From an optimization exercise on the open Yosys and OpenROAD flow, aimed at small area, a short achievable clock period and few clock cycles per item; shortcuts taken in it are not production practice.
Function was checked by simulation only, so behaviour that the tests miss may differ from the original.
Power and IR drop assume default switching activity.

// top_module
module top_module(clk, reset, INIT, READY, DONE,
                  input_ram_en, input_ram_addr, input_ram_data,
                  filter_rom_en, filter_rom_addr, filter_rom_data,
                  conv_valid, conv_out);
Size in the first run: roughly 300 flip-flops, ~170 I/O pins, roughly 20,000 µm² of cells after synthesis.
==> flow/config.mk <==
export PLATFORM = sky130hd
export DESIGN_NAME = top_module
export DESIGN_NICKNAME = top_module
export VERILOG_FILES = /design/flow/design.v
export SDC_FILE = /design/flow/constraint.sdc
export NUM_CORES = 4
export LEC_CHECK = 0
export CAP_MARGIN = 20
export CORE_MARGIN = 2
export CORE_UTILIZATION = 40
export CTS_BUF_LIST = sky130_fd_sc_hd__clkbuf_8
export CTS_CLUSTER_SIZE = 30
export PLACE_DENSITY = 0.6
export SETUP_SLACK_MARGIN = 3.4
export SLEW_MARGIN = 20
export SYNTH_HIERARCHICAL = 1
export SYNTH_MINIMUM_KEEP_SIZE = 0
==> flow/constraint.sdc <==
create_clock -name core_clock -period 6.0 [get_ports {clk}]
set_input_delay 1.2000 -clock core_clock [delete_from_list [all_inputs] [get_ports {clk}]]
set_output_delay 1.2000 -clock core_clock [all_outputs]
set_load 0.01 [all_outputs]
standard.sh (not shown) runs the stock make flow with config.mk's settings and CLKGATE_MAP_FILE= SYNTH_SCRIPT=/design/flow/synth_recipe.tcl, a recipe that flattens the netlist after the stock synthesis.
==> flow/flow/run.sh <==
#!/bin/bash
# Layout flow: the standard ORFS flow (standard.sh), unchanged except that the
# port buffers that global placement inserts on every input and output are
# sky130_fd_sc_hd__buf_1 cells (timing repair may still resize them).
# The whole make output goes to flow_make.log in the work folder; ORFS also keeps
# each step's own log under orfs/logs/.
set -euo pipefail
export BUFFER_PORTS_ARGS="-buffer_cell sky130_fd_sc_hd__buf_1"
bash standard.sh "BUFFER_PORTS_ARGS=-buffer_cell sky130_fd_sc_hd__buf_1" finish > flow_make.log 2>&1
Testbench counts at the start, summed over its fixed seeds: cycles 8,320, items 4,112.
Then changed:
==> flow/flow/run.sh (replaced) <==
#!/bin/bash
# Layout flow: the standard ORFS flow (standard.sh), with two changes:
#  - the port buffers that global placement puts on every input and output are
#    sky130_fd_sc_hd__buf_1 cells (timing repair may still resize them);
#  - clock tree synthesis arguments: -sink_clustering_enable -repair_clock_nets -dont_use_dummy_load -buf_list sky130_fd_sc_hd__clkbuf_8 -sink_clustering_size 15 -sink_clustering_max_diameter 60
# The whole make output goes to flow_make.log in the work folder; ORFS also keeps
# each step's own log under orfs/logs/.
set -euo pipefail
export BUFFER_PORTS_ARGS="-buffer_cell sky130_fd_sc_hd__buf_1"
export CTS_ARGS="-sink_clustering_enable -repair_clock_nets -dont_use_dummy_load -buf_list sky130_fd_sc_hd__clkbuf_8 -sink_clustering_size 15 -sink_clustering_max_diameter 60"
bash standard.sh "BUFFER_PORTS_ARGS=$BUFFER_PORTS_ARGS" "CTS_ARGS=$CTS_ARGS" finish > flow_make.log 2>&1
- CTS_BUF_LIST: sky130_fd_sc_hd__clkbuf_8 -> default
- CTS_CLUSTER_SIZE: 30 -> default
What happened:
- The changed run completed with no timing, DRC or antenna violations
- global-route usage drops by 0.33 points
- core utilization drops by 1.6 points
- total power drops by 8.0%
- area after synthesis is unchanged
- sequential cell count stays the same
- count of clock-buffer cells in the layout drops by 35
- via count drops by 1.8%
- clock skew climbs by 20 ps
- cell area drops by 3.3%
- hold slack improved by 7.4 ps
- routed wire length drops by 1.1%
Then changed:
==> flow/flow/run.sh (replaced) <==
#!/bin/bash
# Layout flow: the standard ORFS flow (standard.sh), unchanged except that the
# port buffers that global placement inserts on every input and output are
# sky130_fd_sc_hd__buf_1 cells (timing repair may still resize them).
# The whole make output goes to flow_make.log in the work folder; ORFS also keeps
# each step's own log under orfs/logs/.
set -euo pipefail
export BUFFER_PORTS_ARGS="-buffer_cell sky130_fd_sc_hd__buf_1"
bash standard.sh "BUFFER_PORTS_ARGS=-buffer_cell sky130_fd_sc_hd__buf_1" finish > flow_make.log 2>&1
- CTS_BUF_LIST: default -> sky130_fd_sc_hd__clkbuf_8
- CTS_CLUSTER_SIZE: default -> 16
After rerunning: The changed run ran to the end with no violations. Combinational power stays flat. Routed wire length goes up by 1.1%. Global-route usage climbs by 0.33 points. Sequential share of layout area is lower by 0.87 points. Cell area rises by 3.4%. Non-clock buffer count is higher by 6. Via count is higher by 1.8%. Sequential power hardly moves. Total power increases by 8.7%. Area after synthesis stays the same.
Then changed:
- CTS_BUF_LIST: sky130_fd_sc_hd__clkbuf_8 -> default
- CTS_CLUSTER_SIZE: 16 -> default
Effect: Final area grows by 1.2%. Non-clock buffer count shrinks by 1. Global-route usage hardly moves. Die area does not change. Wire length stays flat. Via count shrinks by 1.1%. Core utilization grows by 0.59 points. Worst setup slack degrades by 24 ps. Sequential share of layout area shrinks by 0.32 points. Combinational power grows by about 3%. Final cell count shrinks by 1.3%.
Then changed:
==> flow/run.sh (new file) <==
#!/bin/bash
# synth_recipe.tcl (not shown) runs the flow's synth.tcl, then flattens the netlist and writes it again
# the make line also repeats each setting of config.mk as NAME=value (left out here)
make -C /OpenROAD-flow-scripts/flow DESIGN_CONFIG=/design/flow/config.mk WORK_HOME=/design/flow/orfs CLKGATE_MAP_FILE= SYNTH_SCRIPT=/design/flow/synth_recipe.tcl finish
- CTS_BUF_LIST: default -> sky130_fd_sc_hd__clkbuf_8
- CTS_CLUSTER_SIZE: default -> 16
removed: flow/flow/run.sh
removed: flow/standard.sh
After rerunning: Wire length grows slightly. Non-clock buffer count shrinks by 6. Setup slack got worse by 26 ps. Clock power grows slightly. Worst hold slack is about the same. Critical path depth stays the same. Cell count grows slightly.

## port drivers added, routing unchanged
No port has a modelled driver above. Below, the same layouts with a new extraction and two added sets of constraints.
Step 1: set_driving_cell puts a clkbuf_16 on clk and a buf_2 on each other input, an assumption about the parent block.
Step 2 moves the port delays by t, midway between the first and last clock arrival at a register: inputs arrive t later, outputs are due t later. That takes back most of the time a late clock gives input paths.
a / b / c = ideal ports / drivers / drivers and shift; a / b = the first two.
| run | shift t [ns] | setup slack, ns | worst setup path at the end | worst register clock-pin slew, ns | cell pins on the clock port's net |
|---|---|---|---|---|---|
| the first run | 0.706 | 3.392 / 3.392 / 2.730 | input to register | 0.06 / 0.06 | 1 |
| the second run | 0.689 | 3.390 / 3.404 / 2.732 | input to register | 0.10 / 0.10 | 1 |
| the third run | 0.706 | 3.392 / 3.392 / 2.730 | input to register | 0.06 / 0.06 | 1 |
| the fourth run | 0.608 | 3.368 / 3.400 / 2.792 | input to register | 0.06 / 0.06 | 1 |
| the fifth run | 0.696 | 3.342 / 3.364 / 2.668 | input to register | 0.07 / 0.07 | 1 |
After both steps setup and hold are still met in every run listed. For the fifth run, which loses most, drivers alone change the setup slack by +0.022 ns; drivers and shift together by -0.674 ns.
